This is an optimization exercise on Yosys and OpenROAD, whose aim is small area and a short achievable clock period, not a production implementation. Only simulation tests tie the RTL to the original design; equivalence was not proved. The clock cells of run 8 come from the design's own scripts or RTL, not from TritonCTS. The clock port is modelled as an ideal driver, which makes a skipped or thinned clock tree look cheaper than it is; a real chip needs a root buffer or a tree. Power is estimated from default activity; no workload was simulated.

==> flow/standard.sh <==
#!/bin/bash
# synth_recipe.tcl (not shown) runs the flow's synth.tcl, then flattens the netlist and writes it again
# the make line also repeats each setting of config.mk as NAME=value (left out here)
make -C /OpenROAD-flow-scripts/flow DESIGN_CONFIG=/design/flow/config.mk WORK_HOME=/design/flow/orfs CLKGATE_MAP_FILE= SYNTH_SCRIPT=/design/flow/synth_recipe.tcl "${@:-finish}"
==> flow/flow/abc_map.script <==
strash
dch
map -D 2500
topo
==> flow/config.mk <==
export PLATFORM = sky130hd
export DESIGN_NAME = cordic
export DESIGN_NICKNAME = cordic
export VERILOG_FILES = /design/flow/design.v
export SDC_FILE = /design/flow/constraint.sdc
export NUM_CORES = 4
export LEC_CHECK = 0
export ABC_AREA = 1
export CAP_MARGIN = 20
export CORE_MARGIN = 2
export CORE_UTILIZATION = 40
export CTS_BUF_LIST = sky130_fd_sc_hd__clkbuf_4 sky130_fd_sc_hd__clkbuf_8
export SLEW_MARGIN = 20
==> flow/constraint.sdc <==
create_clock -name core_clock -period 16.0 [get_ports {clk}]
set_input_delay 3.2000 -clock core_clock [delete_from_list [all_inputs] [get_ports {clk}]]
set_output_delay 3.2000 -clock core_clock [all_outputs]
set_load 0.01 [all_outputs]
==> flow/flow/run.sh <==
#!/bin/bash
# The standard layout with these changes:
#  - synthesis: no full/half-adder cell extraction (ADDER_MAP_FILE empty), so
#    ABC sees whole register-to-register paths, and ABC maps with a
#    delay-constrained area-recovering script (flow/abc_map.script) instead
#    of ORFS's; the rest of the standard synthesis script, including the
#    flip-flop mapping, flattening and renaming, is unchanged;
#  - repair_timing aims for extra setup slack (SETUP_SLACK_MARGIN) so that
#    the achieved period, not just the 16 ns clock, is optimised;
#  - the ports get plain buffers (buf_2) instead of delay cells.
set -euo pipefail
here=$(pwd)
{
  head -n 1 synth_recipe.tcl
  cat <<EOT
proc abc {args} {
  set i [lsearch -exact \$args -script]
  if {\$i >= 0} { set args [lreplace \$args [expr {\$i + 1}] [expr {\$i + 1}] $here/flow/abc_map.script] }
  yosys abc {*}\$args
}
EOT
  tail -n +2 synth_recipe.tcl
} > synth_map.tcl
bash standard.sh SYNTH_SCRIPT="$here/synth_map.tcl" ADDER_MAP_FILE= SETUP_SLACK_MARGIN=11.8 \
  'BUFFER_PORTS_ARGS=-buffer_cell sky130_fd_sc_hd__buf_2' finish > standard_flow.log 2>&1
==> flow/design.v <==
module add_bk #(parameter N = 16) (
    input  [N-1:0] a,
    input  [N-1:0] b,
    input          ci,
    output [N-1:0] s
);
    localparam L = (N <= 2) ? 1 : (N <= 4) ? 2 : (N <= 8) ? 3 : (N <= 16) ? 4 : (N <= 32) ? 5 : 6;
    wire [N-1:0] p0 = a ^ b;
    wire [N-1:0] g0 = a & b;
    wire [N*2*L-1:0] G;
    wire [N*2*L-1:0] P;
    assign G[N-1:0] = {g0[N-1:1], g0[0] | (p0[0] & ci)};
    assign P[N-1:0] = p0;
    genvar l, i;
    generate
        for (l = 0; l < L; l = l + 1) begin : up
            for (i = 0; i < N; i = i + 1) begin : bt
                if (((i + 1) % (2 << l)) == 0) begin : node
                    assign G[(l+1)*N+i] = G[l*N+i] | (P[l*N+i] & G[l*N+i-(1<<l)]);
                    assign P[(l+1)*N+i] = P[l*N+i] & P[l*N+i-(1<<l)];
                end else begin : pass
                    assign G[(l+1)*N+i] = G[l*N+i];
                    assign P[(l+1)*N+i] = P[l*N+i];
                end
            end
        end
        for (l = L - 2; l >= 0; l = l - 1) begin : down
            for (i = 0; i < N; i = i + 1) begin : bt
                if (((i + 1) % (2 << l)) == (1 << l) && i >= (2 << l)) begin : node
                    assign G[(2*L-1-l)*N+i] = G[(2*L-2-l)*N+i] | (P[(2*L-2-l)*N+i] & G[(2*L-2-l)*N+i-(1<<l)]);
                    assign P[(2*L-1-l)*N+i] = P[(2*L-2-l)*N+i] & P[(2*L-2-l)*N+i-(1<<l)];
                end else begin : pass
                    assign G[(2*L-1-l)*N+i] = G[(2*L-2-l)*N+i];
                    assign P[(2*L-1-l)*N+i] = P[(2*L-2-l)*N+i];
                end
            end
        end
    endgenerate
    wire [N-1:0] gf = G[(2*L-1)*N +: N];
    assign s = p0 ^ {gf[N-2:0], ci};
endmodule
module cordic (
    input clk,
    input rst_n,
    input start,
    input [15:0] angle,
    output reg [15:0] cos,
    output reg [15:0] sin
);
    reg [16:0] r;
    reg [3:0] q;
    wire d = ~r[16];
    wire first = (q == 4'd15);
    wire idle = (q == 4'd13) || (q == 4'd14);
    reg [14:0] e;
    always @(*) begin
        case (q)
            4'd15: e = 15'h6487;
            4'd0:  e = 15'h3B58;
            4'd1:  e = 15'h1F5B;
            4'd2:  e = 15'h0FEA;
            4'd3:  e = 15'h07FD;
            4'd4:  e = 15'h03FF;
            4'd5:  e = 15'h01FF;
            4'd6:  e = 15'h00FF;
            4'd7:  e = 15'h007F;
            4'd8:  e = 15'h003F;
            4'd9:  e = 15'h001F;
            4'd10: e = 15'h000F;
            4'd11: e = 15'h0007;
            4'd12: e = 15'h0003;
            default: e = 15'h0000;
        endcase
    end
    wire [14:0] tc_sh = sin[15:1] >> q;
    wire [14:0] ts_sh = cos[15:1] >> q;
    wire [15:0] tc = {1'b0, tc_sh[14:2], tc_sh[1:0] & {2{~idle}}};
    wire [15:0] ts = {1'b0, ts_sh[14:2], ts_sh[1:0] & {2{~idle}}};
    wire [15:0] new_cos;
    wire [15:0] new_sin;
    wire [16:0] new_r;
    add_bk #(16) i_add_c (.a(cos), .b(tc ^ {16{d}}), .ci(d), .s(new_cos));
    add_bk #(16) i_add_s (.a(sin), .b(ts ^ {16{~d}}), .ci(~d), .s(new_sin));
    wire lo = first && (r[15:0] < 16'd2516);
    add_bk #(17) i_add_r (.a(r), .b({d, d & ~lo, e ^ {15{d}}}), .ci(d), .s(new_r));
    always @(posedge clk) begin
        if (first) begin
            cos <= 16'h4DBA;
            sin <= 16'h4DBA;
        end else begin
            cos <= new_cos;
            sin <= new_sin;
        end
    end
    always @(posedge clk) begin
        if (start)
            r <= {1'b0, angle};
        else
            r <= new_r;
    end
    always @(posedge clk or negedge rst_n) begin
        if (!rst_n)
            q <= 4'd14;
        else if (start)
            q <= 4'd15;
        else if (q != 4'd14)
            q <= q + 4'd1;
    end
endmodule
==> results of run 1 <==
## through the flow
stage	cells	setup slack, ns	hold slack [ns]	power [mW]
floorplan	747	11.95	0.443	0.905
finish	958	11.84	0.471	1.27
detailed placement	938	10.46	0.458	1.11
global route	958	11.76	0.522	1.42
CTS	948	11.80	0.473	1.24
global placement	938	10.71	0.451	1.10
## area by class of cell
type | count | area share, %
Clock buffer | 7 | 1.72
Timing Repair Buffer | 63 | 6.89
Inverter | 92 | 7.11
Sequential cell | 53 | 21.1
Tap cell | 140 | 3.34
Multi-Input combinational cell | 602 | 59.3
Clock inverter | 1 | 0.572
## per-layer routing
| metal | wire [um] | vias to the layer above | global-route usage [%] |
|---|---|---|---|
| li1 | - | 2614 | - |
| met1 | 6400 | 2254 | 30.8 |
| met2 | 6700 | 113 | 41.5 |
| met3 | 589 | 26 | 3.79 |
| met4 | 371 | 0 | 8.23 |
| met5 | 0 | - | 0 |
## cell usage in the layout (no fill, tap or decap), drive strengths merged, types with 3 or more instances in the layout
master / count
clkbuf: 8
nor2: 124
a21oi: 48
clkinv: 86
dfstp: 3
buf: 62
a31oi: 4
xor2: 42
and2: 7
o2111ai: 3
o21a: 8
a22oi: 8
nand3: 9
o21ai: 103
nor3: 13
xnor2: 8
nand2: 180
o22ai: 3
or2: 9
inv: 4
dfxtp: 49
o221ai: 3
a21boi: 5
a221oi: 4
o211ai: 3
## cells by family after synthesis
family / Yosys count / synth area share [%]
and+or+nand+nor: 346 / 31.2
AOI/OAI and AO/OA: 202 / 25.9
buffers and inverters: 92 / 7.76
DFF: 53 / 24.4
xor gates and xnor gates: 50 / 9.85
muxes: 2 / 0.450
adders and majority gates: 2 / 0.450
## registers in the layout, indices dropped and copies added (netlist names)
signal,count
q,4
cos,16
r,17
sin,16
## report_power, final
group / internal (mW) / switching, mW / total (mW)
sequential: 0.206 / 0.0633 / 0.269
combinational: 0.335 / 0.567 / 0.902
clock: 0.0528 / 0.0496 / 0.102
total: 0.594 / 0.680 / 1.27
## timing repair
item	CTS	global route
buffers inserted	2	10
gates resized for setup	19	26
endpoints found under the hold margin	0	0
setup endpoints to repair	25	15
pin swaps	1	1
## worst max path at each step
stage                              end               from  cells past startpoint
floorplan                r[15]$_DFF_P_   q[0]$_DFFE_PN0P_                     22
global placement         r[15]$_DFF_P_   q[0]$_DFFE_PN0P_                     22
detailed placement       r[15]$_DFF_P_   q[0]$_DFFE_PN0P_                     22
CTS                      r[15]$_DFF_P_   q[1]$_DFFE_PN1P_                     22
global route        sin[15]$_SDFF_PP0_   q[0]$_DFFE_PN0P_                     21
finish                          sin[3]  sin[3]$_SDFF_PP1_                      1
==> results.cfg, run 1 <==
[logic_synthesis]
ys_ff_latch = 53
yosys.area.top_type = dfxtp_1
synth_top_area_share_pct = 22.1
synth.cell_area_sq_um = 4450
synth_edf_count = 0
synth_warnings = 1
yosys.cell_count.top_type = nand2_1
seq_area_frac_synth_pct = 24.4
avgSynthCellArea_sq_um = 5.95
synthTopCellsByCount = 180 x nand2_1, 124 x nor2_1, 103 x o21ai_0, 92 x clkinv_1, 49 x dfxtp_1
synthDistinctLibCells = 37
synth_area_leaders = dfxtp_1 22%, nand2_1 15%, o21ai_0 12%
ys_async_sr_fraction_pct = 7.55
synthFlopType = dfxtp_1
synthCells = 747
synth_fp_nets = 766

[sta]
slew_headroom_pct = 62.4
final.min_clock_period_ns = 4.16
rsz0062_at_grt = yes
final_hold_viol_count = 0
tightest_slew_ns = 0.564
fin_setup_tns_ns = 0
max_freq_ghz = 0.240
drv_slew = 0
setup_viol_count_final = 0
fin_skew_ns = 0.00511
post-route-period-util_pct = 26.0

[power]
max-vdd-ir-drop_mv = 0.101
cellLeakagePower_nw = 2.22
power_density_nw_per_um2 = 243

[floorplan]
io_pins = 51
dieArea_sq_um = 12000
core_sq_um = 10800
num_rows = 38
fp.dieH_um = 109
initial_core_util_pct = 41.0
fp.dieW_um = 109

[layout]
multi_input_area_sq_um = 3110
utilization_pct = 48.4
fillCellCount = 1154
nets = 836
drive_above_1_share_pct = 14.9
ff_latch_area_sq_um = 1100
final_cell_area_sq_um = 5250
diodes = 0
area_growth_pct = 18.0

[hold_path]
hold_depth = 2
hold_class = flip-flop to flip-flop
holdCritStartpoint = r[0]$_DFF_P_
holdPathEnd = r[0]$_DFF_P_

[setup_path]
crit_type = flip-flop to output pin
slowest_stage = dfxtp_1
cp.required_ns = 12.80
crit_path_max_fanout = 6
timing.rr.start = q[0]$_DFFE_PN0P_
critPathLaunchType = flip-flop
critPathMaxStageDelay_ns = 0.45
path_cells = buf_2
r2r_setup_slack_ns = 12.09
crit_buf_inv = 1
r2r-end = cos[15]$_SDFF_PP0_
crit_family = flip-flops
cp-end-kind = output pin
crit_arrival_ns = 0.96
reg2reg_depth = 24

[clock_tree]
clk_pin_slew_ns = 0.10
cts_made_buffers = 5
htree_levels = 2
cts_tree = yes
clk_latency_ns = 0.34
cts_hold_buf = 0
clk_path_buf_depth = 2
numClockSinks = 53
cts_root_buf = clkbuf_8

[status]
status = complete, no violations

[place]
gp_congestion = 0.909
place_area_sq_um = 4890
dp_hpwl_mm = 10.3
io_buffers = 50

[route]
drt-total-wl_mm = 14.1
drt-initial-drc-count = 376
ant_nets = 0
dr_total_vias = 5007
viasPerCell = 5.23
wl_per_cell_um = 14.7
drtPass1Iterations = 5
drc = 0

[global_routing]
grt_pass1_vias = 4582
grt_pass1_wl_mm = 22.5
grt_max_degree = 29
grt_usage_pct = 24.2
overflow = 0
antenna_found_initial = 0

[flow_run]
cap_violations = 0
==> run 2: changes to the inputs <==
==> flow/flow/abc_map.script (replaced) <==
strash
dch
map -D 2000
topo
==> run 2 against run 1 <==
  * Still clean
  * Sequential power hardly changed
  * Maximum frequency rose by 0.39%
  * Sequential share of layout area rose by 0.32 points
  * Area after synthesis up 1.8%
  * Non-clock buffer count decreased by 8
  * Worst hold slack improved by 0.0042 ns
  * Combinational power fell by 2.7%
  * Power decreased by 3.3%
  * Critical endpoint is now cos[1]
  * Largest cell class unchanged
==> results.cfg, run 2 <==
[route]
viasPerCell = 5.23
drt-total-wl_mm = 13.8
dr_total_vias = 5088
ant_nets = 0
drc = 0
drtPass1Iterations = 5
drt-initial-drc-count = 371
wl_per_cell_um = 14.2

[logic_synthesis]
yosys.area.top_type = dfxtp_1
synthFlopType = dfxtp_1
seq_area_frac_synth_pct = 24.0
yosys.cell_count.top_type = nand2_1
synthCells = 770
synth_area_leaders = dfxtp_1 22%, nand2_1 18%, o21ai_0 12%
ys_ff_latch = 53
avgSynthCellArea_sq_um = 5.88
synth.cell_area_sq_um = 4530
synth_fp_nets = 789
synthTopCellsByCount = 213 x nand2_1, 113 x o21ai_0, 110 x nor2_1, 86 x clkinv_1, 49 x dfxtp_1
synthDistinctLibCells = 33
synth_warnings = 1
ys_async_sr_fraction_pct = 7.55
synth_top_area_share_pct = 21.7
synth_edf_count = 0

[setup_path]
slowest_stage = dfxtp_1
crit_arrival_ns = 0.95
crit_type = flip-flop to output pin
cp.required_ns = 12.80
critPathLaunchType = flip-flop
critPathMaxStageDelay_ns = 0.44
path_cells = buf_2
crit_family = flip-flops
cp-end-kind = output pin
crit_path_max_fanout = 4
crit_buf_inv = 1

[clock_tree]
clk_path_buf_depth = 2
cts_root_buf = clkbuf_8
cts_tree = yes
numClockSinks = 53
clk_latency_ns = 0.34
clk_pin_slew_ns = 0.11
cts_made_buffers = 5
htree_levels = 2

[floorplan]
fp.dieH_um = 110
initial_core_util_pct = 41.4
num_rows = 38
core_sq_um = 10900
dieArea_sq_um = 12200
io_pins = 51
fp.dieW_um = 110

[sta]
final_hold_viol_count = 0
post-route-period-util_pct = 25.9
rsz0062_at_grt = no
final.min_clock_period_ns = 4.15
fin_hold_ws_ns = 0.475
slew_headroom_pct = 45.2
fin_skew_ns = 0.0119
setup_viol_count_final = 0
tightest_slew_ns = 0.816
finalWorstSetupSlack_ns = 11.85
fin_setup_tns_ns = 0
max_freq_ghz = 0.241
drv_slew = 0

[layout]
area_growth_pct = 13.4
top_register = r
drive_above_1_share_pct = 12.5
nets = 851
layout_commonest_cell = nand2_1
largest_reg_flops = 17
fillCellCount = 1186
diodes = 0
layout_common_cells = 212 x nand2_1, 108 x o21ai_0, 107 x nor2_1
reg.largest.list = r x17, cos x16, sin x16

[power]
cellLeakagePower_nw = 2.23
power_density_nw_per_um2 = 240
post-layout-total-power_mw = 1.23
max-vdd-ir-drop_mv = 0.110

[hold_path]
hold_class = flip-flop to flip-flop

[place]
dp_slack_ns = 11.51
dp_hpwl_mm = 10.3
gp_congestion = 1.00
io_buffers = 50

[global_routing]
grt_pass1_wl_mm = 22.3
grt_usage_pct = 23.5
overflow = 0
grt_pass1_vias = 4488
grt_max_degree = 35
antenna_found_initial = 0

[flow_run]
cap_violations = 0

[status]
status = complete, no violations
[run 2: cell count changes in the layout (fill, tap and decap cells not counted), sizes merged, moves of 3 or more]
cell	before	now
nand3	9	13
nand2	180	213
and2	7	14
a221oi	4	1
nor2	124	110
buf	62	55
clkbuf	8	5
o21ai	103	113
inv	4	1
[run 2: logic make-up (layout without fill, tap and decap cells)]
kind of cell / count (synthesis) / in the layout / share of synthesized area, %
xor gates and xnor gates: 54 / 54 / 10.4
AOI/OAI and AO/OA: 201 / 201 / 24.5
buffers and inverters: 86 / 149 / 7.13
DFF: 53 / 53 / 24.0
muxes: 1 / 1 / 0.221
and+or+nand+nor: 375 / 375 / 33.7
[run 2: final timing paths]
path | end | from | slack, ns | cells past startpoint
hold reg to reg | r[0]$_DFF_P_ | r[0]$_DFF_P_ | 0.48 | 2
min in group asynchronous | q[0]$_DFFE_PN0P_ | rst_n | 2.65 | 1
hold / removal | r[0]$_DFF_P_ | r[0]$_DFF_P_ | 0.48 | 2
setup / recovery | cos[1] | cos[1]$_SDFF_PP1_ | 11.85 | 1
max in group asynchronous | q[3]$_DFFE_PN1P_ | rst_n | 13.14 | 1
setup reg to reg | cos[15]$_SDFF_PP0_ | q[2]$_DFFE_PN1P_ | 12.16 | 16
[run 2: layout make-up]
type / count / area (sq um) / area share (%)
Inverter: 86 / 334 / 6.51
Multi-Input combinational cell: 631 / 3140 / 61.2
Tap cell: 140 / 175 / 3.41
Clock buffer: 5 / 68.8 / 1.34
Sequential cell: 53 / 1100 / 21.4
Clock inverter: 3 / 22.5 / 0.439
Timing Repair Buffer: 55 / 292 / 5.68
[run 2: metrics by stage]
stage | util (%) | instance area [sq um] | std cells
floorplan | - | 4530 | 770
global placement | 45.4 | 4970 | 962
detailed placement | 45.4 | 4970 | 962
CTS | 46.3 | 5070 | 970
global route | 46.9 | 5130 | 973
finish | 46.9 | 5130 | 973
[run 2: layer usage]
| metal | routed length, um | part of all wire, % | global-route usage (%) |
|---|---|---|---|
| met5 | 0 | 0 | 0 |
| met4 | 355 | 2.6 | 8.66 |
| met3 | 678 | 4.9 | 3.82 |
| met2 | 6110 | 44 | 37.3 |
| met1 | 6650 | 48 | 32.0 |
[run 2: where the power goes]
group | internal [mW] | total, mW | leakage (nW) | switching (mW)
Combinational | 0.325 | 0.878 | 1.73 | 0.553
Clock | 0.0313 | 0.0849 | 0.0481 | 0.0536
Sequential | 0.204 | 0.270 | 0.454 | 0.0655
[run 2: what timing repair did]
item | in CTS | in global routing
setup buffers | 0 | 3
gates cloned | 0 | 0
setup endpoints to repair | 15 | 23
resized for setup | 5 | 20
hold buffers | 0 | 0
==> run 3: changes to the inputs <==
--- a/flow/flow/run.sh
+++ b/flow/flow/run.sh
@@ -22,4 +22,4 @@
   tail -n +2 synth_recipe.tcl
 } > synth_map.tcl
-bash standard.sh SYNTH_SCRIPT="$here/synth_map.tcl" ADDER_MAP_FILE= SETUP_SLACK_MARGIN=11.8 \
+bash standard.sh SYNTH_SCRIPT="$here/synth_map.tcl" ADDER_MAP_FILE= SETUP_SLACK_MARGIN=12.0 \
   'BUFFER_PORTS_ARGS=-buffer_cell sky130_fd_sc_hd__buf_2' finish > standard_flow.log 2>&1
==> run 3 against run 2 <==
  * Sequential cell count unchanged
  * Still clean on timing, DRC and antenna
  * First-iteration DRC count down 9.7%
  * Sequential power down 2%
  * Largest power group unchanged
  * Worst setup slack better by 0.13 ns
  * Non-clock buffer count up 34
==> results.cfg, run 3 <==
[status]
status = complete, no violations

[logic_synthesis]
synthTopCellsByCount = 213 x nand2_1, 113 x o21ai_0, 110 x nor2_1, 86 x clkinv_1, 49 x dfxtp_1
synth_fp_nets = 789
seq_area_frac_synth_pct = 24.0
synth.cell_area_sq_um = 4530
yosys.area.top_type = dfxtp_1
ys_ff_latch = 53
avgSynthCellArea_sq_um = 5.88
yosys.cell_count.top_type = nand2_1
synth_area_leaders = dfxtp_1 22%, nand2_1 18%, o21ai_0 12%
synth_warnings = 1
ys_async_sr_fraction_pct = 7.55
synth_edf_count = 0
synthDistinctLibCells = 33
synthCells = 770
synth_top_area_share_pct = 21.7
synthFlopType = dfxtp_1

[route]
drt-initial-drc-count = 335
drt-total-wl_mm = 14.1
viasPerCell = 5.16
drtPass1Iterations = 5
drc = 0
dr_total_vias = 5196
ant_nets = 0
wl_per_cell_um = 14.0

[setup_path]
critPathLaunchType = flip-flop
crit_arrival_ns = 0.81
slowest_stage = dfxtp_2
crit_path_max_fanout = 2
critPathMaxStageDelay_ns = 0.37
crit_cells = 1
crit_type = flip-flop to output pin
cp.required_ns = 12.80
crit_family = flip-flops
reg2reg_depth = 16
crit_buf_inv = 1
cp-end-kind = output pin
path_cells = buf_6
r2r_setup_slack_ns = 12.36

[hold_path]
hold_depth = 2
hold_class = flip-flop to flip-flop

[layout]
area_growth_pct = 25.0
largest_reg_flops = 17
stdcell_count = 1007
nets = 885
fillCellCount = 1144
final_cell_area_sq_um = 5660
reg.largest.list = r x17, cos x16, sin x16
utilization_pct = 51.7
drive_above_1_share_pct = 19.4
diodes = 0
layout_commonest_cell = nand2_1
layout_common_cells = 212 x nand2_1, 107 x nor2_1, 106 x o21ai_0
top_register = r

[sta]
setup_viol_count_final = 0
final_hold_viol_count = 0
slew_headroom_pct = 44.7
fin_setup_tns_ns = 0
rsz0062_at_grt = yes
final.min_clock_period_ns = 4.01
fin_skew_ns = 0.0122
max_freq_ghz = 0.249
tightest_slew_ns = 0.824
post-route-period-util_pct = 25.1
drv_slew = 0
fin_hold_ws_ns = 0.474

[floorplan]
fp.dieH_um = 110
initial_core_util_pct = 41.4
io_pins = 51
fp.dieW_um = 110
core_sq_um = 10900
num_rows = 38
dieArea_sq_um = 12200

[clock_tree]
cts_tree = yes
clk_latency_ns = 0.34
htree_levels = 2
clk_pin_slew_ns = 0.12
clk_path_buf_depth = 2
cts_root_buf = clkbuf_8
numClockSinks = 53
cts_made_buffers = 5
cts_hold_buf = 0

[place]
dp_hpwl_mm = 10.3
dpl.cell_count = 962
gp_congestion = 1.00
io_buffers = 50
place_area_sq_um = 4970

[global_routing]
grt_usage_pct = 24.2
grt_max_degree = 35
antenna_found_initial = 0
overflow = 0
grt_pass1_vias = 4709
grt_pass1_wl_mm = 23.0

[power]
power_density_nw_per_um2 = 240
max-vdd-ir-drop_mv = 0.110
cellLeakagePower_nw = 2.47

[flow_run]
cap_violations = 0
[run 3: cell count changes in the layout (fill, tap and decap cells not counted), moves of 2 or more]
| cell | before | now |
|---|---|---|
| buf_4 | 4 | 38 |
| buf_2 | 50 | 18 |
| buf_6 | 1 | 33 |
| dfxtp_1 | 46 | 17 |
| dfxtp_2 | 3 | 25 |
| dfxtp_4 | 0 | 7 |
| nor2_2 | 3 | 1 |
| nor2_4 | 0 | 2 |
| o21ai_0 | 108 | 106 |
| o21ai_1 | 5 | 7 |
[run 3: worst paths after layout]
path	start	endpoint
setup / recovery	cos[0]$_SDFF_PP0_	cos[0]
max in group asynchronous	rst_n	q[3]$_DFFE_PN1P_
min in group asynchronous	rst_n	q[0]$_DFFE_PN0P_
hold / removal	r[0]$_DFF_P_	r[0]$_DFF_P_
hold reg to reg	r[0]$_DFF_P_	r[0]$_DFF_P_
setup reg to reg	q[0]$_DFFE_PN0P_	sin[13]$_SDFF_PP0_
[run 3: stage by stage]
stage / setup WS [ns] / power, mW
2_1_floorplan: 12.01 / 0.921
3_3_place_gp: 11.60 / 1.11
3_5_place_dp: 11.51 / 1.13
4_1_cts: 11.97 / 1.33
5_1_grt: 11.95 / 1.51
6_report: 11.99 / 1.36
[run 3: power breakdown]
part / switching [mW] / total [mW] / internal [mW]
clock: 0.0539 / 0.0852 / 0.0313
sequential: 0.0506 / 0.265 / 0.215
combinational: 0.590 / 1.01 / 0.415
total: 0.695 / 1.36 / 0.661
[run 3: logic make-up after synthesis]
group                     after synthesis  share of synthesized area (%)
and+or+nand+nor                       375                           33.7
AOI/OAI and AO/OA                     201                           24.5
buffers and inverters                  86                           7.13
muxes                                   1                          0.221
xor gates and xnor gates               54                           10.4
DFF                                    53                           24.0
[run 3: repair_timing]
action                     in CTS  in global routing
setup buffers                  32                  5
setup endpoints to repair      58                 56
resized for setup              76                 24
cloned                          0                  0
[run 3: cell type report]
cell class / count / area, sq um / area share, %
Clock buffer: 5 / 68.8 / 1.22
Clock inverter: 3 / 22.5 / 0.398
Inverter: 86 / 334 / 5.91
Multi-Input combinational cell: 631 / 3150 / 55.8
Sequential cell: 53 / 1150 / 20.4
Tap cell: 140 / 175 / 3.10
Timing Repair Buffer: 89 / 747 / 13.2
[run 3: layer usage]
| metal | vias up | global-route usage [%] | wire, um |
|---|---|---|---|
| li1 | 2715 | - | - |
| met1 | 2331 | 32.7 | 6800 |
| met2 | 124 | 39.0 | 6350 |
| met3 | 26 | 3.76 | 599 |
| met4 | 0 | 8.93 | 369 |
| met5 | - | 0 | 0 |
==> run 4: changes to the inputs <==
--- a/flow/flow/run.sh
+++ b/flow/flow/run.sh
@@ -22,4 +22,4 @@
   tail -n +2 synth_recipe.tcl
 } > synth_map.tcl
-bash standard.sh SYNTH_SCRIPT="$here/synth_map.tcl" ADDER_MAP_FILE= SETUP_SLACK_MARGIN=12.0 \
+bash standard.sh SYNTH_SCRIPT="$here/synth_map.tcl" ADDER_MAP_FILE= SETUP_SLACK_MARGIN=12.0 SETUP_MOVE_SEQUENCE=sizeup,swap \
   'BUFFER_PORTS_ARGS=-buffer_cell sky130_fd_sc_hd__buf_2' finish > standard_flow.log 2>&1
==> run 4 against run 3 <==
  * Power down 3.4%
  * Largest power group unchanged
  * Highest routed layer unchanged
  * Clock power decreased by 0.8%
  * Still clean
  * Sequential power up 12%
  * Register-to-register slack lost 0.08 ns
  * Via count shrank 2.6%
  * First-iteration DRC count down 11%
==> results.cfg, run 4 <==
[floorplan]
initial_core_util_pct = 41.4
fp.dieH_um = 110
fp.dieW_um = 110
io_pins = 51
core_sq_um = 10900
dieArea_sq_um = 12200
num_rows = 38

[sta]
drv_slew = 0
finalWorstSetupSlack_ns = 11.95
post-route-period-util_pct = 25.3
setup_viol_count_final = 0
rsz0062_at_grt = yes
final.min_clock_period_ns = 4.05
max_freq_ghz = 0.247
slew_headroom_pct = 45.2
tightest_slew_ns = 0.818
final_hold_viol_count = 0
fin_setup_tns_ns = 0
fin_skew_ns = 0.00971

[power]
p_switching_uw = 688
combPwrFrac_pct = 71.0
switching_share_pct = 52.5
power_frac_seq_pct = 22.6
internal_power_uw = 622
cellLeakagePower_nw = 2.30
power_density_nw_per_um2 = 242
post-layout-total-power_mw = 1.31
p_clk_share_pct = 6.4
max-vdd-ir-drop_mv = 0.109

[layout]
drive_above_1_share_pct = 16.1
area_growth_pct = 19.8
fillCellCount = 1146
ff_latch_area_sq_um = 1180
multi_input_area_sq_um = 3170
layout_common_cells = 212 x nand2_1, 106 x nor2_1, 102 x o21ai_0
largest_reg_flops = 17
reg.largest.list = r x17, cos x16, sin x16
layout_commonest_cell = nand2_1
diodes = 0
nets = 848
top_register = r

[logic_synthesis]
synth_fa_ha_area_share_pct = 0
synth_top_family_by_area = simple AND/OR/NAND/NOR gates
synthFlopType = dfxtp_1
seq_area_frac_synth_pct = 24.0
synth_compound_area_share_pct = 24.5
yosys.cell_count.top_type = nand2_1
synthMuxAreaShare_pct = 0.221
synth_warnings = 1
synthDistinctLibCells = 33
synthTopCellsByCount = 213 x nand2_1, 113 x o21ai_0, 110 x nor2_1, 86 x clkinv_1, 49 x dfxtp_1
synth_fp_nets = 789
yosys.area_share.simple_pct = 33.7
ys_async_sr_fraction_pct = 7.55
yosys.area.top_type = dfxtp_1
synth.cell_area_sq_um = 4530
synthXorXnorAreaFrac_pct = 10.4
synth_edf_count = 0
synthCells = 770
synth_area_leaders = dfxtp_1 22%, nand2_1 18%, o21ai_0 12%
synth_top_area_share_pct = 21.7
ys_ff_latch = 53
avgSynthCellArea_sq_um = 5.88

[setup_path]
cp.required_ns = 12.80
cp-end-kind = output pin
r2r-end = cos[15]$_SDFF_PP0_
r2r_setup_slack_ns = 12.28
critPathMaxStageDelay_ns = 0.40
reg2reg_depth = 17
slowest_stage = dfxtp_4
crit_family = flip-flops
crit_buf_inv = 1
crit_type = flip-flop to output pin
crit_path_max_fanout = 5
crit_arrival_ns = 0.85
timing.rr.start = q[0]$_DFFE_PN0P_
path_cells = buf_6
critPathLaunchType = flip-flop

[place]
io_buffers = 50
gp_congestion = 1.00
dp_slack_ns = 11.51
dp_hpwl_mm = 10.3

[status]
status = complete, no violations

[global_routing]
grt_pass1_vias = 4572
grt_pass1_wl_mm = 22.6
overflow = 0
grt_usage_pct = 23.9
grt_max_degree = 35
antenna_found_initial = 0

[route]
drtPass1Iterations = 4
wl_per_cell_um = 14.4
drt-total-wl_mm = 13.9
ant_nets = 0
viasPerCell = 5.22
drt-initial-drc-count = 299
dr_total_vias = 5062
drc = 0

[hold_path]
holdPathEnd = r[0]$_DFF_P_
holdCritStartpoint = r[0]$_DFF_P_
hold_class = flip-flop to flip-flop
hold_depth = 2

[clock_tree]
htree_levels = 2
numClockSinks = 53
cts_tree = yes
clk_path_buf_depth = 2
clk_pin_slew_ns = 0.10
cts_hold_buf = 0
cts_root_buf = clkbuf_8
clk_latency_ns = 0.34
cts-resized-gates = 88
post-cts-setup-buffers = 0
cts_made_buffers = 5

[flow_run]
cap_violations = 0
## run 4: cell counts after synthesis
Identical to the previous run, type by type.
## run 4: cell families after synthesis
kind of cell    count (synthesis)
flops                          53
mux                             1
simple gates                  375
xor+xnor                       54
buf+inv                        86
compound gates                201
## run 4: metrics by stage
step	hold slack, ns	utilization [%]	area [sq um]	std cells
after floorplan	0.443	-	4530	770
after global placement	0.452	45.4	4970	962
after detailed placement	0.461	45.4	4970	962
after CTS	0.477	48.9	5350	970
after global routing	0.516	49.6	5420	970
final	0.473	49.6	5420	970
## run 4: how the worst max path moves through the flow
stage | from | to | slack [ns] | cells past startpoint
floorplan | r[16]$_SDFF_PP0_ | r[15]$_DFF_P_ | 12.01 | 18
global placement | start | r[15]$_DFF_P_ | 11.60 | 4
detailed placement | q[2]$_DFFE_PN1P_ | r[15]$_DFF_P_ | 11.51 | 21
CTS | cos[3]$_SDFF_PP1_ | cos[3] | 11.94 | 1
global route | cos[3]$_SDFF_PP1_ | cos[3] | 11.92 | 1
finish | cos[3]$_SDFF_PP1_ | cos[3] | 11.95 | 1
## run 4: area by class of cell
| class | count | area share [%] |
|---|---|---|
| multi-input combinational | 631 | 58.5 |
| sequential | 53 | 21.8 |
| timing repair buffer | 52 | 8.65 |
| inverter | 86 | 6.16 |
| tap | 140 | 3.23 |
| clock buffer | 5 | 1.27 |
| clock inverter | 3 | 0.415 |
## run 4: worst reg2reg max path: stages (launching register included)
cell,delay (ns)
dfrtp_2,0.57
buf_6,0.29
o21ai_0,0.17
o21ai_0,0.38
nand2_1,0.10
o2111ai_1,0.15
o211ai_1,0.18
xor2_1,0.21
nor2_1,0.08
o21ai_0,0.29
nand3_1,0.11
nand2_1,0.18
a21oi_2,0.12
o21ai_1,0.21
nand3_1,0.12
a21boi_0,0.22
o21ai_0,0.11
a21oi_1,0.13
## run 4: per-layer routing
metal  routed length [um]  part of all wire [%]  GRT usage, %  vias to the layer above
li1                     -                     -             -                     2654
met1                 6720                    48          32.5                     2271
met2                 6230                    45          37.9                      111
met3                  607                   4.4          3.76                       26
met4                  381                   2.7          8.93                        0
met5                    0                     0             0                        -
## run 4: power groups by stage
stage | clock (mW) | combinational [mW] | sequential [mW]
CTS | 0.0879 | 0.906 | 0.292
global route | 0.0910 | 1.06 | 0.305
global placement | 0 | 0.845 | 0.269
floorplan | 0 | 0.641 | 0.280
detailed placement | 0 | 0.858 | 0.269
finish | 0.0845 | 0.930 | 0.296
==> run 5: changes to the inputs <==
--- a/flow/flow/run.sh
+++ b/flow/flow/run.sh
@@ -22,4 +22,4 @@
   tail -n +2 synth_recipe.tcl
 } > synth_map.tcl
-bash standard.sh SYNTH_SCRIPT="$here/synth_map.tcl" ADDER_MAP_FILE= SETUP_SLACK_MARGIN=12.0 SETUP_MOVE_SEQUENCE=sizeup,swap \
+bash standard.sh SYNTH_SCRIPT="$here/synth_map.tcl" ADDER_MAP_FILE= SETUP_SLACK_MARGIN=11.9 SETUP_MOVE_SEQUENCE=sizeup,swap \
   'BUFFER_PORTS_ARGS=-buffer_cell sky130_fd_sc_hd__buf_2' finish > standard_flow.log 2>&1
==> run 5 against run 4 <==
  * Non-clock buffer count stayed put
  * Critical path depth is the same
  * Largest cell class unchanged
  * Highest routed layer unchanged
  * Area after synthesis stayed put
  * Critical path type unchanged
  * Worst hold slack improved by 0.00083 ns
==> results.cfg, run 5 <==
[status]
status = complete, no violations

[logic_synthesis]
yosys.area.top_type = dfxtp_1
synth_fp_nets = 789
synth_area_leaders = dfxtp_1 22%, nand2_1 18%, o21ai_0 12%
synth_top_family_by_area = simple AND/OR/NAND/NOR gates
synth_fa_ha_area_share_pct = 0
synthTopCellsByCount = 213 x nand2_1, 113 x o21ai_0, 110 x nor2_1, 86 x clkinv_1, 49 x dfxtp_1
synthDistinctLibCells = 33
yosys.area_share.simple_pct = 33.7
synthFlopType = dfxtp_1
synthCells = 770
seq_area_frac_synth_pct = 24.0
synth_warnings = 1
synthMuxAreaShare_pct = 0.221
ys_async_sr_fraction_pct = 7.55
synth_top_area_share_pct = 21.7
synth_compound_area_share_pct = 24.5
ys_ff_latch = 53
synth_edf_count = 0
synth.cell_area_sq_um = 4530
yosys.cell_count.top_type = nand2_1
avgSynthCellArea_sq_um = 5.88
synthXorXnorAreaFrac_pct = 10.4

[power]
max-vdd-ir-drop_mv = 0.110
cellLeakagePower_nw = 2.22
power_density_nw_per_um2 = 240
post-layout-total-power_mw = 1.25

[setup_path]
crit_family = flip-flops
crit_arrival_ns = 0.87
critPathMaxStageDelay_ns = 0.39
crit_type = flip-flop to output pin
cp-end-kind = output pin
reg2reg_depth = 17
crit_path_max_fanout = 5
cp.required_ns = 12.80
crit_cells = 1
critPathLaunchType = flip-flop
path_cells = buf_2
slowest_stage = dfxtp_1
crit_buf_inv = 1

[layout]
largest_reg_flops = 17
drive_above_1_share_pct = 14.7
area_growth_pct = 14.4
utilization_pct = 47.3
top_register = r
layout_commonest_cell = nand2_1
nets = 848
final_cell_area_sq_um = 5180
reg.largest.list = r x17, cos x16, sin x16
diodes = 0
layout_common_cells = 212 x nand2_1, 107 x o21ai_0, 106 x nor2_1

[route]
drt-total-wl_mm = 13.7
dr.max_layer_used = met4
drt-initial-drc-count = 353
dr_wl_met3_um = 583
drtPass1Iterations = 5
wl_met1_mm = 6.65
drc = 0
dr_total_vias = 5050
ant_nets = 0
viasPerCell = 5.21
wl_met2_mm = 6.15
wl_per_cell_um = 14.1

[sta]
fin_hold_ws_ns = 0.474
drv_slew = 0
final_hold_viol_count = 0
fin_setup_tns_ns = 0
rsz0062_at_grt = yes
fin_skew_ns = 0.0109
final.min_clock_period_ns = 4.07
max_freq_ghz = 0.246
post-route-period-util_pct = 25.4
slew_headroom_pct = 44.8
setup_viol_count_final = 0
tightest_slew_ns = 0.824

[floorplan]
core_sq_um = 10900
initial_core_util_pct = 41.4
num_rows = 38
fp.dieH_um = 110
fp.dieW_um = 110
dieArea_sq_um = 12200
io_pins = 51

[global_routing]
grt_max_degree = 35
grt_pass1_wl_mm = 22.3
grt_usage_pct = 23.6
overflow = 0
antenna_found_initial = 0
grt_pass1_vias = 4509

[place]
dp_hpwl_mm = 10.3
io_buffers = 50
place_area_sq_um = 4970
gp_congestion = 1.00

[clock_tree]
clk_path_buf_depth = 2
clk_latency_ns = 0.34
numClockSinks = 53
htree_levels = 2
cts_tree = yes
clk_pin_slew_ns = 0.11
post-cts-setup-buffers = 0
cts_made_buffers = 5
cts_root_buf = clkbuf_8
cts_hold_buf = 0

[flow_run]
cap_violations = 0

[hold_path]
hold_depth = 2
hold_class = flip-flop to flip-flop
==> run 5: final cells by class <==
type / count / area [sq um]
clock inverter: 3 / 22.5
clock buffer: 5 / 68.8
timing repair buffer: 52 / 275
sequential: 53 / 1140
fill: 1176 / 5760
inverter: 86 / 339
tap: 140 / 175
multi-input combinational: 631 / 3160
==> run 5: timing repair <==
item	CTS	global route
cloned	0	0
resized for setup	20	37
setup endpoints to repair	32	40
==> run 5: worst paths after layout <==
path | startpoint | end | slack [ns]
min in group asynchronous | rst_n | q[0]$_DFFE_PN0P_ | 2.65
worst min register to register | r[0]$_DFF_P_ | r[0]$_DFF_P_ | 0.47
max in group asynchronous | rst_n | q[3]$_DFFE_PN1P_ | 13.14
worst max register to register | q[0]$_DFFE_PN0P_ | cos[15]$_SDFF_PP0_ | 12.27
worst max-delay path | cos[5]$_SDFF_PP1_ | cos[5] | 11.93
worst min-delay path | r[0]$_DFF_P_ | r[0]$_DFF_P_ | 0.47
==> run 5: where the power goes <==
| group | internal (mW) | leakage [nW] | switching (mW) | total, mW |
|---|---|---|---|---|
| sequential | 0.212 | 0.457 | 0.0663 | 0.278 |
| combinational | 0.328 | 1.71 | 0.554 | 0.882 |
| clock | 0.0313 | 0.0481 | 0.0533 | 0.0846 |
| total | 0.571 | 2.22 | 0.674 | 1.25 |
==> run 5: worst min-delay path: cells and delay by family (launching register included) <==
family,cells,cell delay [ns]
AO/OA/AOI/OAI,1,0.06
flip-flops,1,0.32
AND/OR/NAND/NOR,1,0.06
==> run 5: through the flow <==
step | std cells | setup WS, ns
after floorplan | 770 | 12.01
after global placement | 962 | 11.60
after detailed placement | 962 | 11.51
after CTS | 970 | 11.83
after global routing | 970 | 11.90
final | 970 | 11.93
==> run 5: logic make-up (layout without fill, tap and decap cells) <==
| family | after synthesis | in the layout |
|---|---|---|
| AO/OA/AOI/OAI | 201 | 201 |
| XOR/XNOR | 54 | 54 |
| buffers and inverters | 86 | 146 |
| flip-flops | 53 | 53 |
| multiplexers | 1 | 1 |
| AND/OR/NAND/NOR | 375 | 375 |
==> run 5: routing by layer <==
| metal | vias up | track usage (%) |
|---|---|---|
| li1 | 2650 | - |
| met1 | 2263 | 32.1 |
| met2 | 115 | 37.6 |
| met3 | 22 | 3.82 |
| met4 | 0 | 8.30 |
| met5 | - | 0 |
==> run 6: changes to the inputs <==
--- a/flow/flow/run.sh
+++ b/flow/flow/run.sh
@@ -22,4 +22,4 @@
   tail -n +2 synth_recipe.tcl
 } > synth_map.tcl
-bash standard.sh SYNTH_SCRIPT="$here/synth_map.tcl" ADDER_MAP_FILE= SETUP_SLACK_MARGIN=11.9 SETUP_MOVE_SEQUENCE=sizeup,swap \
+bash standard.sh SYNTH_SCRIPT="$here/synth_map.tcl" ADDER_MAP_FILE= SETUP_SLACK_MARGIN=11.95 SETUP_MOVE_SEQUENCE=sizeup,swap \
   'BUFFER_PORTS_ARGS=-buffer_cell sky130_fd_sc_hd__buf_2' finish > standard_flow.log 2>&1
==> run 6 against run 5 <==
  * Critical path type unchanged
  * Non-clock buffer count unchanged
  * Still clean on timing, DRC and antenna
  * Sequential power up 4%
  * Utilization grew 1.6 points
  * Clock power barely moved
  * Sequential share of layout area shrank 0.22 points
  * Worst setup slack improved by 0.024 ns
  * Combinational power increased by 3.9%
  * Register-to-register slack lost 0.02 ns
  * Synthesized cell count stayed put
  * Worst hold slack got worse by 0.0011 ns
  * Largest power group unchanged
==> results.cfg, run 6 <==
[setup_path]
crit_arrival_ns = 0.85
reg2reg_depth = 17
critPathLaunchType = flip-flop
cp.required_ns = 12.80
cp-end-kind = output pin
crit_cells = 1
path_cells = buf_6
crit_type = flip-flop to output pin
critPathMaxStageDelay_ns = 0.40
crit_path_max_fanout = 5
slowest_stage = dfxtp_4
crit_family = flip-flops
crit_buf_inv = 1

[global_routing]
grt_pass1_vias = 4543
grt_pass1_wl_mm = 22.5
grt_max_degree = 35
overflow = 0
antenna_found_initial = 0
grt_usage_pct = 23.8

[logic_synthesis]
synth_top_area_share_pct = 21.7
synth_fp_nets = 789
ys_async_sr_fraction_pct = 7.55
avgSynthCellArea_sq_um = 5.88
synthCells = 770
yosys.area.top_type = dfxtp_1
synthTopCellsByCount = 213 x nand2_1, 113 x o21ai_0, 110 x nor2_1, 86 x clkinv_1, 49 x dfxtp_1
synth_edf_count = 0
synth_area_leaders = dfxtp_1 22%, nand2_1 18%, o21ai_0 12%
synth.cell_area_sq_um = 4530
seq_area_frac_synth_pct = 24.0
synthFlopType = dfxtp_1
ys_ff_latch = 53
synth_warnings = 1
yosys.cell_count.top_type = nand2_1
synthDistinctLibCells = 33

[power]
switching_share_pct = 52.9
max-vdd-ir-drop_mv = 0.109
post-layout-total-power_mw = 1.29
internal_power_uw = 608
p_switching_uw = 684
combPwrFrac_pct = 71.0
cellLeakagePower_nw = 2.28
power_frac_seq_pct = 22.5
p_clk_share_pct = 6.5
power_density_nw_per_um2 = 241

[layout]
layout_commonest_cell = nand2_1
drive_above_1_share_pct = 16.0
utilization_pct = 48.9
top_register = r
diodes = 0
area_growth_pct = 18.2
layout_common_cells = 212 x nand2_1, 107 x o21ai_0, 106 x nor2_1
largest_reg_flops = 17
nets = 848
final_cell_area_sq_um = 5350
reg.largest.list = r x17, cos x16, sin x16

[route]
drtPass1Iterations = 4
drt-initial-drc-count = 369
dr_total_vias = 5066
wl_met2_mm = 6.18
wl_per_cell_um = 14.3
ant_nets = 0
wl_met1_mm = 6.78
dr.max_layer_used = met4
drt-total-wl_mm = 13.9
drc = 0
viasPerCell = 5.22
dr_wl_met3_um = 547

[floorplan]
fp.dieH_um = 110
fp.dieW_um = 110
num_rows = 38
dieArea_sq_um = 12200
core_sq_um = 10900
initial_core_util_pct = 41.4
io_pins = 51

[sta]
post-route-period-util_pct = 25.3
tightest_slew_ns = 0.824
slew_headroom_pct = 44.7
final.min_clock_period_ns = 4.05
fin_skew_ns = 0.0104
fin_setup_tns_ns = 0
drv_slew = 0
final_hold_viol_count = 0
setup_viol_count_final = 0
max_freq_ghz = 0.247
fin_hold_ws_ns = 0.473
rsz0062_at_grt = yes

[clock_tree]
cts_tree = yes
clk_latency_ns = 0.34
cts_made_buffers = 5
clk_path_buf_depth = 2
htree_levels = 2
cts_root_buf = clkbuf_8
clk_pin_slew_ns = 0.10
cts_hold_buf = 0
post-cts-setup-buffers = 0
numClockSinks = 53
cts-resized-gates = 60

[status]
status = complete, no violations

[hold_path]
hold_depth = 2
hold_class = flip-flop to flip-flop

[place]
gp_congestion = 1.00
dp_hpwl_mm = 10.3
place_area_sq_um = 4970
io_buffers = 50

[flow_run]
cap_violations = 0
run 6: path summary, 6_finish.rpt:
kind | slack (ns) | startpoint | end
worst max-delay path | 11.96 | cos[3]$_SDFF_PP1_ | cos[3]
worst min-delay path | 0.47 | r[0]$_DFF_P_ | r[0]$_DFF_P_
worst min register to register | 0.47 | r[0]$_DFF_P_ | r[0]$_DFF_P_
max in group asynchronous | 13.14 | rst_n | q[3]$_DFFE_PN1P_
worst max register to register | 12.25 | q[0]$_DFFE_PN0P_ | cos[15]$_SDFF_PP0_
min in group asynchronous | 2.65 | rst_n | q[0]$_DFFE_PN0P_
run 6: per-stage QoR:
stage | setup WS, ns | instances
2_1_floorplan | 12.01 | 770
3_3_place_gp | 11.60 | 962
3_5_place_dp | 11.51 | 962
4_1_cts | 11.91 | 970
5_1_grt | 11.90 | 970
6_report | 11.96 | 970
run 6: layer usage:
layer  GRT usage, %  vias up
met5              0        -
met4           8.93        0
met3           3.76       24
met2           37.7      126
met1           32.4     2264
li1               -     2652
run 6: layout make-up:
cell class | count | area, sq um
well taps | 140 | 175
flip-flops and latches | 53 | 1160
inverters | 86 | 337
fillers | 1155 | 5580
repair buffers | 52 | 425
clock buffers | 5 | 68.8
multi-input cells | 631 | 3160
clock inverters | 3 | 22.5
run 6: kinds of logic (layout without fill, tap and decap cells):
| logic type | after synthesis | after routing | share of synthesized area [%] |
|---|---|---|---|
| muxes | 1 | 1 | 0.221 |
| DFF | 53 | 53 | 24.0 |
| buffers and inverters | 86 | 146 | 7.13 |
| and+or+nand+nor | 375 | 375 | 33.7 |
| xor gates and xnor gates | 54 | 54 | 10.4 |
| AOI/OAI and AO/OA | 201 | 201 | 24.5 |
run 6: power by group through the flow:
| stage | Combinational, mW | Sequential, mW | Clock (mW) |
|---|---|---|---|
| floorplan | 0.641 | 0.280 | 0 |
| global placement | 0.845 | 0.269 | 0 |
| detailed placement | 0.858 | 0.269 | 0 |
| CTS | 0.884 | 0.283 | 0.0879 |
| global route | 1.04 | 0.300 | 0.0912 |
| finish | 0.916 | 0.290 | 0.0846 |
==> run 7: changes to the inputs <==
--- a/flow/flow/run.sh
+++ b/flow/flow/run.sh
@@ -22,4 +22,4 @@
   tail -n +2 synth_recipe.tcl
 } > synth_map.tcl
-bash standard.sh SYNTH_SCRIPT="$here/synth_map.tcl" ADDER_MAP_FILE= SETUP_SLACK_MARGIN=11.95 SETUP_MOVE_SEQUENCE=sizeup,swap \
+bash standard.sh SYNTH_SCRIPT="$here/synth_map.tcl" ADDER_MAP_FILE= SETUP_SLACK_MARGIN=11.85 SETUP_MOVE_SEQUENCE=sizeup,swap \
   'BUFFER_PORTS_ARGS=-buffer_cell sky130_fd_sc_hd__buf_2' finish > standard_flow.log 2>&1
==> run 7 against run 6 <==
  * Still clean
  * Non-clock buffer count did not move
  * Cell count unchanged
  * Utilization shrank 2.0 points
  * Critical path type unchanged
  * Largest cell class unchanged
  * Largest power group unchanged
==> results.cfg, run 7 <==
[setup_path]
crit_buf_inv = 1
critPathLaunchType = flip-flop
slowest_stage = dfxtp_1
critPathMaxStageDelay_ns = 0.42
cp.required_ns = 12.80
crit_type = flip-flop to output pin
r2r-end = cos[15]$_SDFF_PP0_
crit_path_max_fanout = 5
path_cells = buf_2
timing.rr.start = q[2]$_DFFE_PN1P_
cp-end-kind = output pin
crit_arrival_ns = 0.90
crit_family = flip-flops
crit_cells = 1
reg2reg_depth = 16
r2r_setup_slack_ns = 12.18

[layout]
nets = 848
layout_common_cells = 212 x nand2_1, 108 x o21ai_0, 107 x nor2_1
fillCellCount = 1181
drive_above_1_share_pct = 13.1
utilization_pct = 46.9
area_growth_pct = 13.3
ff_latch_area_sq_um = 1110
layout_commonest_cell = nand2_1
reg.largest.list = r x17, cos x16, sin x16
multi_input_area_sq_um = 3150
top_register = r
largest_reg_flops = 17
diodes = 0

[clock_tree]
cts_made_buffers = 5
clk_pin_slew_ns = 0.10
numClockSinks = 53
cts_tree = yes
htree_levels = 2
clk_latency_ns = 0.34
clk_path_buf_depth = 2
cts_root_buf = clkbuf_8
post-cts-setup-buffers = 0

[floorplan]
io_pins = 51
num_rows = 38
core_sq_um = 10900
fp.dieW_um = 110
fp.dieH_um = 110
initial_core_util_pct = 41.4
dieArea_sq_um = 12200

[hold_path]
holdPathEnd = r[0]$_DFF_P_
hold_class = flip-flop to flip-flop
holdCritStartpoint = r[0]$_DFF_P_
hold_depth = 2

[flow_run]
cap_violations = 0

[place]
dp_hpwl_mm = 10.3
io_buffers = 50
gp_congestion = 1.00

[sta]
max_freq_ghz = 0.244
tightest_slew_ns = 0.817
fin_setup_tns_ns = 0
fin_skew_ns = 0.0101
post-route-period-util_pct = 25.7
slew_headroom_pct = 45.2
final.min_clock_period_ns = 4.10
drv_slew = 0
rsz0062_at_grt = yes
final_hold_viol_count = 0
setup_viol_count_final = 0

[logic_synthesis]
yosys.cell_count.top_type = nand2_1
synthCells = 770
ys_async_sr_fraction_pct = 7.55
synth_fp_nets = 789
synth_top_area_share_pct = 21.7
avgSynthCellArea_sq_um = 5.88
synth_edf_count = 0
ys_ff_latch = 53
synth_warnings = 1
yosys.area.top_type = dfxtp_1
synth.cell_area_sq_um = 4530
synthTopCellsByCount = 213 x nand2_1, 113 x o21ai_0, 110 x nor2_1, 86 x clkinv_1, 49 x dfxtp_1
synthDistinctLibCells = 33
seq_area_frac_synth_pct = 24.0
synth_area_leaders = dfxtp_1 22%, nand2_1 18%, o21ai_0 12%
synthFlopType = dfxtp_1

[route]
wl_per_cell_um = 14.2
drt-total-wl_mm = 13.7
ant_nets = 0
dr_wl_met3_um = 565
drtPass1Iterations = 5
drc = 0
wl_met1_mm = 6.68
drt-initial-drc-count = 314
wl_met2_mm = 6.14
viasPerCell = 5.22
dr.max_layer_used = met4
dr_total_vias = 5067

[power]
max-vdd-ir-drop_mv = 0.109
internal_power_uw = 562
power_density_nw_per_um2 = 241
p_switching_uw = 673
post-layout-total-power_mw = 1.23
cellLeakagePower_nw = 2.21
p_clk_share_pct = 6.9
switching_share_pct = 54.5
combPwrFrac_pct = 71.2
power_frac_seq_pct = 22.0

[status]
status = complete, no violations

[global_routing]
grt_max_degree = 35
overflow = 0
grt_usage_pct = 23.5
grt_pass1_vias = 4491
antenna_found_initial = 0
grt_pass1_wl_mm = 22.3
## run 7: cell families (layout without fill, tap and decap cells)
group           count (synthesis)  count (layout)  share of synthesized area [%]
buf+inv                        86             146                           7.13
xor+xnor                       54              54                           10.4
flops                          53              53                           24.0
simple gates                  375             375                           33.7
mux                             1               1                          0.221
compound gates                201             201                           24.5
## run 7: power groups by stage
stage	combinational, mW	clock, mW	sequential, mW
finish	0.879	0.0847	0.272
global route	1.00	0.0909	0.282
CTS	0.864	0.0880	0.268
detailed placement	0.858	0	0.269
global placement	0.845	0	0.269
floorplan	0.641	0	0.280
## run 7: per-layer routing
metal / vias up / track usage (%)
met3: 25 / 3.82
met5: - / 0
li1: 2655 / -
met1: 2266 / 32.1
met2: 121 / 37.3
met4: 0 / 8.66
## run 7: layout make-up
type / instances / area share, %
tap: 140 / 3.41
clock inverter: 3 / 0.439
inverter: 86 / 6.59
multi-input combinational: 631 / 61.4
sequential: 53 / 21.6
clock buffer: 5 / 1.34
timing repair buffer: 52 / 5.24
## run 7: what timing repair did
item,in CTS,in global routing
gates resized for setup,9,25
endpoints found under the hold margin,0,0
endpoints found under the setup margin,21,29
pin swaps,0,0
hold buffers,0,0
## run 7: metrics by stage
step / hold slack [ns] / instances / worst slack (ns) / instance area (sq um)
global placement: 0.452 / 962 / 11.60 / 4970
CTS: 0.477 / 970 / 11.81 / 5070
global route: 0.525 / 970 / 11.82 / 5130
finish: 0.475 / 970 / 11.90 / 5130
floorplan: 0.443 / 770 / 12.01 / 4530
detailed placement: 0.461 / 962 / 11.51 / 4970
## run 7: worst max-delay path by stage
stage	startpoint	to
floorplan	r[16]$_SDFF_PP0_	r[15]$_DFF_P_
global placement	start	r[15]$_DFF_P_
detailed placement	q[2]$_DFFE_PN1P_	r[15]$_DFF_P_
CTS	q[1]$_DFFE_PN1P_	r[15]$_DFF_P_
global route	q[2]$_DFFE_PN1P_	sin[15]$_SDFF_PP0_
finish	sin[10]$_SDFF_PP1_	sin[10]
==> run 8: changes to the inputs <==
--- a/flow/flow/run.sh
+++ b/flow/flow/run.sh
@@ -8,5 +8,9 @@
 #  - repair_timing aims for extra setup slack (SETUP_SLACK_MARGIN) so that
 #    the achieved period, not just the 16 ns clock, is optimised;
-#  - the ports get plain buffers (buf_2) instead of delay cells.
+#  - repair_timing only resizes cells and swaps pins (SETUP_MOVE_SEQUENCE);
+#  - the ports get plain buffers (buf_2) instead of delay cells;
+#  - the clock tree is one level: the clock port drives four clkbuf_16, each
+#    placed at the centre of a cluster of flip-flops (flow/cts_flat.tcl),
+#    instead of TritonCTS's two-level tree.
 set -euo pipefail
 here=$(pwd)
@@ -22,4 +26,5 @@
   tail -n +2 synth_recipe.tcl
 } > synth_map.tcl
-bash standard.sh SYNTH_SCRIPT="$here/synth_map.tcl" ADDER_MAP_FILE= SETUP_SLACK_MARGIN=11.85 SETUP_MOVE_SEQUENCE=sizeup,swap \
+bash standard.sh SYNTH_SCRIPT="$here/synth_map.tcl" ADDER_MAP_FILE= SETUP_SLACK_MARGIN=11.9 SETUP_MOVE_SEQUENCE=sizeup,swap \
+  PRE_CTS_TCL="$here/flow/cts_flat.tcl" \
   'BUFFER_PORTS_ARGS=-buffer_cell sky130_fd_sc_hd__buf_2' finish > standard_flow.log 2>&1
==> flow/flow/cts_flat.tcl (new file) <==
# Clock tree of one level: the clock port drives NBUF buffers directly, each
# buffer drives the flip-flops of one cluster (k-means on their locations).
proc my_flat_clock_tree { nbuf bufname } {
  set block [ord::get_db_block]
  set clknet [$block findNet clk]
  set master [[ord::get_db] findMaster $bufname]
  set sinks {}
  foreach it [$clknet getITerms] { lappend sinks $it }
  # sink locations
  set pts {}
  foreach it $sinks {
    set bb [[$it getInst] getBBox]
    lappend pts [list [expr {([$bb xMin] + [$bb xMax]) / 2}] [expr {([$bb yMin] + [$bb yMax]) / 2}]]
  }
  # k-means, seeded along x-sorted order
  set n [llength $pts]
  set order [lsort -integer -indices [lmap p $pts {expr {[lindex $p 0] * 100000 + [lindex $p 1]}}]]
  set cent {}
  for {set k 0} {$k < $nbuf} {incr k} {
    lappend cent [lindex $pts [lindex $order [expr {($k * $n + $n / 2) / $nbuf}]]]
  }
  for {set iter 0} {$iter < 50} {incr iter} {
    set asg {}
    foreach p $pts {
      set best 0; set bd 1e30
      for {set k 0} {$k < $nbuf} {incr k} {
        set c [lindex $cent $k]
        set dd [expr {abs([lindex $p 0] - [lindex $c 0]) + abs([lindex $p 1] - [lindex $c 1])}]
        if {$dd < $bd} { set bd $dd; set best $k }
      }
      lappend asg $best
    }
    set newc {}
    for {set k 0} {$k < $nbuf} {incr k} {
      set sx 0; set sy 0; set m 0
      foreach p $pts a $asg { if {$a == $k} { incr sx [lindex $p 0]; incr sy [lindex $p 1]; incr m } }
      if {$m > 0} { lappend newc [list [expr {$sx / $m}] [expr {$sy / $m}]] } else { lappend newc [lindex $cent $k] }
    }
    set cent $newc
  }
  for {set k 0} {$k < $nbuf} {incr k} {
    set inst [odb::dbInst_create $block $master "clkbuf_flat_$k"]
    set net [odb::dbNet_create $block "clknet_flat_$k"]
    $net setSigType CLOCK
    [$inst findITerm A] connect $clknet
    [$inst findITerm X] connect $net
    set c [lindex $cent $k]
    $inst setLocation [lindex $c 0] [lindex $c 1]
    $inst setPlacementStatus PLACED
    foreach it $sinks a $asg { if {$a == $k} { $it disconnect; $it connect $net } }
  }
  $clknet setSigType CLOCK
}

# Used by ORFS's cts.tcl (sourced as PRE_CTS_TCL) in place of TritonCTS: four
# clkbuf_16 straight from the clock port, one per cluster of flip-flops.
proc clock_tree_synthesis { args } {
  my_flat_clock_tree 4 sky130_fd_sc_hd__clkbuf_16
  set_propagated_clock [all_clocks]
}
--- a/flow/config.mk
+++ b/flow/config.mk
@@ -10,4 +10,3 @@
 export CORE_MARGIN = 2
 export CORE_UTILIZATION = 40
-export CTS_BUF_LIST = sky130_fd_sc_hd__clkbuf_4 sky130_fd_sc_hd__clkbuf_8
 export SLEW_MARGIN = 20
==> run 8 against run 7 <==
  * Design area decreased by 0.17%
  * Power fell by 0.50%
  * Maximum frequency grew 2.7%
  * Worst hold slack worse by 0.0041 ns
  * Area after synthesis stayed put
  * Via count shrank 0.97%
  * Worst setup slack better by 0.11 ns
  * Clock power fell by 4.1%
  * Sequential power is essentially flat
  * First-iteration DRC count up 14%
  * Utilization decreased by 0.080 points
  * Clock skew is 0.0035 ns higher
  * Largest power group unchanged
  * Highest routed layer unchanged
==> results.cfg, run 8 <==
[sta]
slew_headroom_pct = 46.0
max_freq_ghz = 0.250
fin_setup_tns_ns = 0
rsz0062_at_grt = no
setup_viol_count_final = 0
finalWorstSetupSlack_ns = 12.00
drv_slew = 0
tightest_slew_ns = 0.806
final.min_clock_period_ns = 4.00
final_hold_viol_count = 0
post-route-period-util_pct = 25.0
fin_skew_ns = 0.0136

[route]
drtPass1Iterations = 4
wl_per_cell_um = 14.1
ant_nets = 0
drt-total-wl_mm = 13.6
viasPerCell = 5.19
drt-initial-drc-count = 358
drc = 0
dr_total_vias = 5018

[logic_synthesis]
synthDistinctLibCells = 33
ys_async_sr_fraction_pct = 7.55
synth.cell_area_sq_um = 4530
synth_fa_ha_area_share_pct = 0
synthFlopType = dfxtp_1
synth_edf_count = 0
synthTopCellsByCount = 213 x nand2_1, 113 x o21ai_0, 110 x nor2_1, 86 x clkinv_1, 49 x dfxtp_1
synthCells = 770
synth_top_family_by_area = simple AND/OR/NAND/NOR gates
yosys.area.top_type = dfxtp_1
synth_compound_area_share_pct = 24.5
avgSynthCellArea_sq_um = 5.88
synth_warnings = 1
ys_ff_latch = 53
yosys.cell_count.top_type = nand2_1
synth_top_area_share_pct = 21.7
synthXorXnorAreaFrac_pct = 10.4
yosys.area_share.simple_pct = 33.7
synth_fp_nets = 789
synth_area_leaders = dfxtp_1 22%, nand2_1 18%, o21ai_0 12%
seq_area_frac_synth_pct = 24.0
synthMuxAreaShare_pct = 0.221

[power]
cellLeakagePower_nw = 2.23
p_clk_share_pct = 6.6
max-vdd-ir-drop_mv = 0.108
internal_power_uw = 573
combPwrFrac_pct = 71.5
p_switching_uw = 655
power_frac_seq_pct = 21.9
power_density_nw_per_um2 = 240
switching_share_pct = 53.3

[layout]
drive_above_1_share_pct = 11.7
reg.largest.list = r x17, cos x16, sin x16
nets = 847
largest_reg_flops = 17
fillCellCount = 1180
layout_commonest_cell = nand2_1
diodes = 0
top_register = r
stdcell_count = 966
area_growth_pct = 13.1
final_cell_area_sq_um = 5120
layout_common_cells = 212 x nand2_1, 107 x o21ai_0, 106 x nor2_1

[floorplan]
initial_core_util_pct = 41.4
core_sq_um = 10900
fp.dieH_um = 110
dieArea_sq_um = 12200
io_pins = 51
num_rows = 38
fp.dieW_um = 110

[hold_path]
hold_class = flip-flop to flip-flop

[setup_path]
crit_family = flip-flops
slowest_stage = dfxtp_1
cp-end-kind = output pin
critPathLaunchType = flip-flop
crit_path_max_fanout = 5
cp.required_ns = 12.80
critPathMaxStageDelay_ns = 0.47
crit_buf_inv = 1
crit_arrival_ns = 0.80
crit_type = flip-flop to output pin
path_cells = buf_2

[global_routing]
grt_usage_pct = 22.6
grt_pass1_wl_mm = 22.2
antenna_found_initial = 0
grt_pass1_vias = 4453
grt_max_degree = 35
overflow = 0

[status]
status = complete, no violations

[place]
dpl.cell_count = 962
io_buffers = 50
gp_congestion = 1.00
dp_slack_ns = 11.51
dp_hpwl_mm = 10.3
place_area_sq_um = 4970

[flow_run]
cap_violations = 0

[clock_tree]
clk_pin_slew_ns = 0.07
clk_latency_ns = 0.14
-- run 8: cell types whose count changed in the layout (fill, tap and decap cells not counted), moves of 2 or more --
cell and change:
clkbuf_16 +4, clkinvlp_4 -2, dfstp_4 -2, dfxtp_2 -9
dfstp_2 +2, clkinv_4 -2, dfxtp_1 +9, clkbuf_8 -5
-- run 8: logic make-up after synthesis --
logic type,count (synthesis)
AND/OR/NAND/NOR,375
XOR/XNOR,54
multiplexers,1
buffers and inverters,86
AO/OA/AOI/OAI,201
flip-flops,53
-- run 8: layer usage --
metal	part of all wire (%)	GRT usage (%)	vias to the layer above
li1	-	-	2644
met1	49	32.1	2243
met2	45	37.1	113
met3	4.7	2.23	18
met4	2.0	4.46	0
met5	0	0	-
-- run 8: power groups by stage --
| stage | logic [mW] | registers, mW | clock network (mW) |
|---|---|---|---|
| 6_report | 0.879 | 0.269 | 0.0812 |
| 5_1_grt | 1.01 | 0.279 | 0.0880 |
| 4_1_cts | 0.864 | 0.268 | 0.0840 |
| 3_5_place_dp | 0.858 | 0.269 | 0 |
| 3_3_place_gp | 0.845 | 0.269 | 0 |
| 2_1_floorplan | 0.641 | 0.280 | 0 |
-- run 8: layout make-up --
class	instances	area, sq um	share of cell area [%]
timing repair buffer	52	272	5.30
inverter	86	334	6.52
buffer	4	100	1.95
sequential	53	1090	21.3
multi-input combinational	631	3150	61.5
tap	140	175	3.42
-- run 8: stage by stage --
stage	utilization, %	hold WS, ns	power, mW
6_report	46.8	0.470	1.23
5_1_grt	46.8	0.519	1.37
4_1_cts	46.5	0.472	1.22
3_5_place_dp	45.4	0.461	1.13
3_3_place_gp	45.4	0.452	1.11
2_1_floorplan	-	0.443	0.921
-- run 8: path summary, 6_finish.rpt --
kind	start	to	slack, ns	cells after the start
min reg2reg	r[0]$_DFF_P_	r[0]$_DFF_P_	0.47	2
max in group asynchronous	rst_n	q[3]$_DFFE_PN1P_	12.93	1
min	r[0]$_DFF_P_	r[0]$_DFF_P_	0.47	2
max	cos[3]$_SDFF_PP1_	cos[3]	12.00	1
min in group asynchronous	rst_n	q[0]$_DFFE_PN0P_	2.86	1
max reg2reg	q[0]$_DFFE_PN0P_	cos[15]$_SDFF_PP0_	12.21	17
-- run 8: timing repair --
item,CTS,global route
setup endpoints to repair,26,24
hold buffers,0,0
gates resized for setup,9,18
buffers inserted,0,0

re-timing with driven ports:
No port has a modelled driver above. Below, the same layouts with a new extraction and two added sets of constraints.
Step 1 assumes that a clkbuf_16 drives the clock port and a buf_2 every other input.
Step 2, shift: input delay + t, output delay - t, t = (earliest + latest rising clock arrival at the registers) / 2. This alone moves slack from input paths to output paths.
Three values: no drivers, after step 1, after step 2; two values: the first two.
| run | t, ns | setup slack, ns | pins driven straight from the clock port |
|---|---|---|---|
| run 1 | 0.369 | 11.836 / 11.802 / 11.673 | 1 |
| run 2 | 0.369 | 11.852 / 11.817 / 11.573 | 1 |
| run 3 | 0.371 | 11.986 / 11.950 / 11.772 | 1 |
| run 4 | 0.370 | 11.952 / 11.918 / 11.781 | 1 |
| run 5 | 0.371 | 11.931 / 11.896 / 11.690 | 1 |
| run 6 | 0.368 | 11.955 / 11.921 / 11.673 | 1 |
| run 7 | 0.371 | 11.895 / 11.859 / 11.675 | 1 |
| run 8 | 0.226 | 12.002 / 11.909 / 11.947 | 4 |
After both steps every run listed still meets setup and hold. For run 6, which loses most, drivers alone change the setup slack by -0.034 ns; drivers and shift together by -0.282 ns.
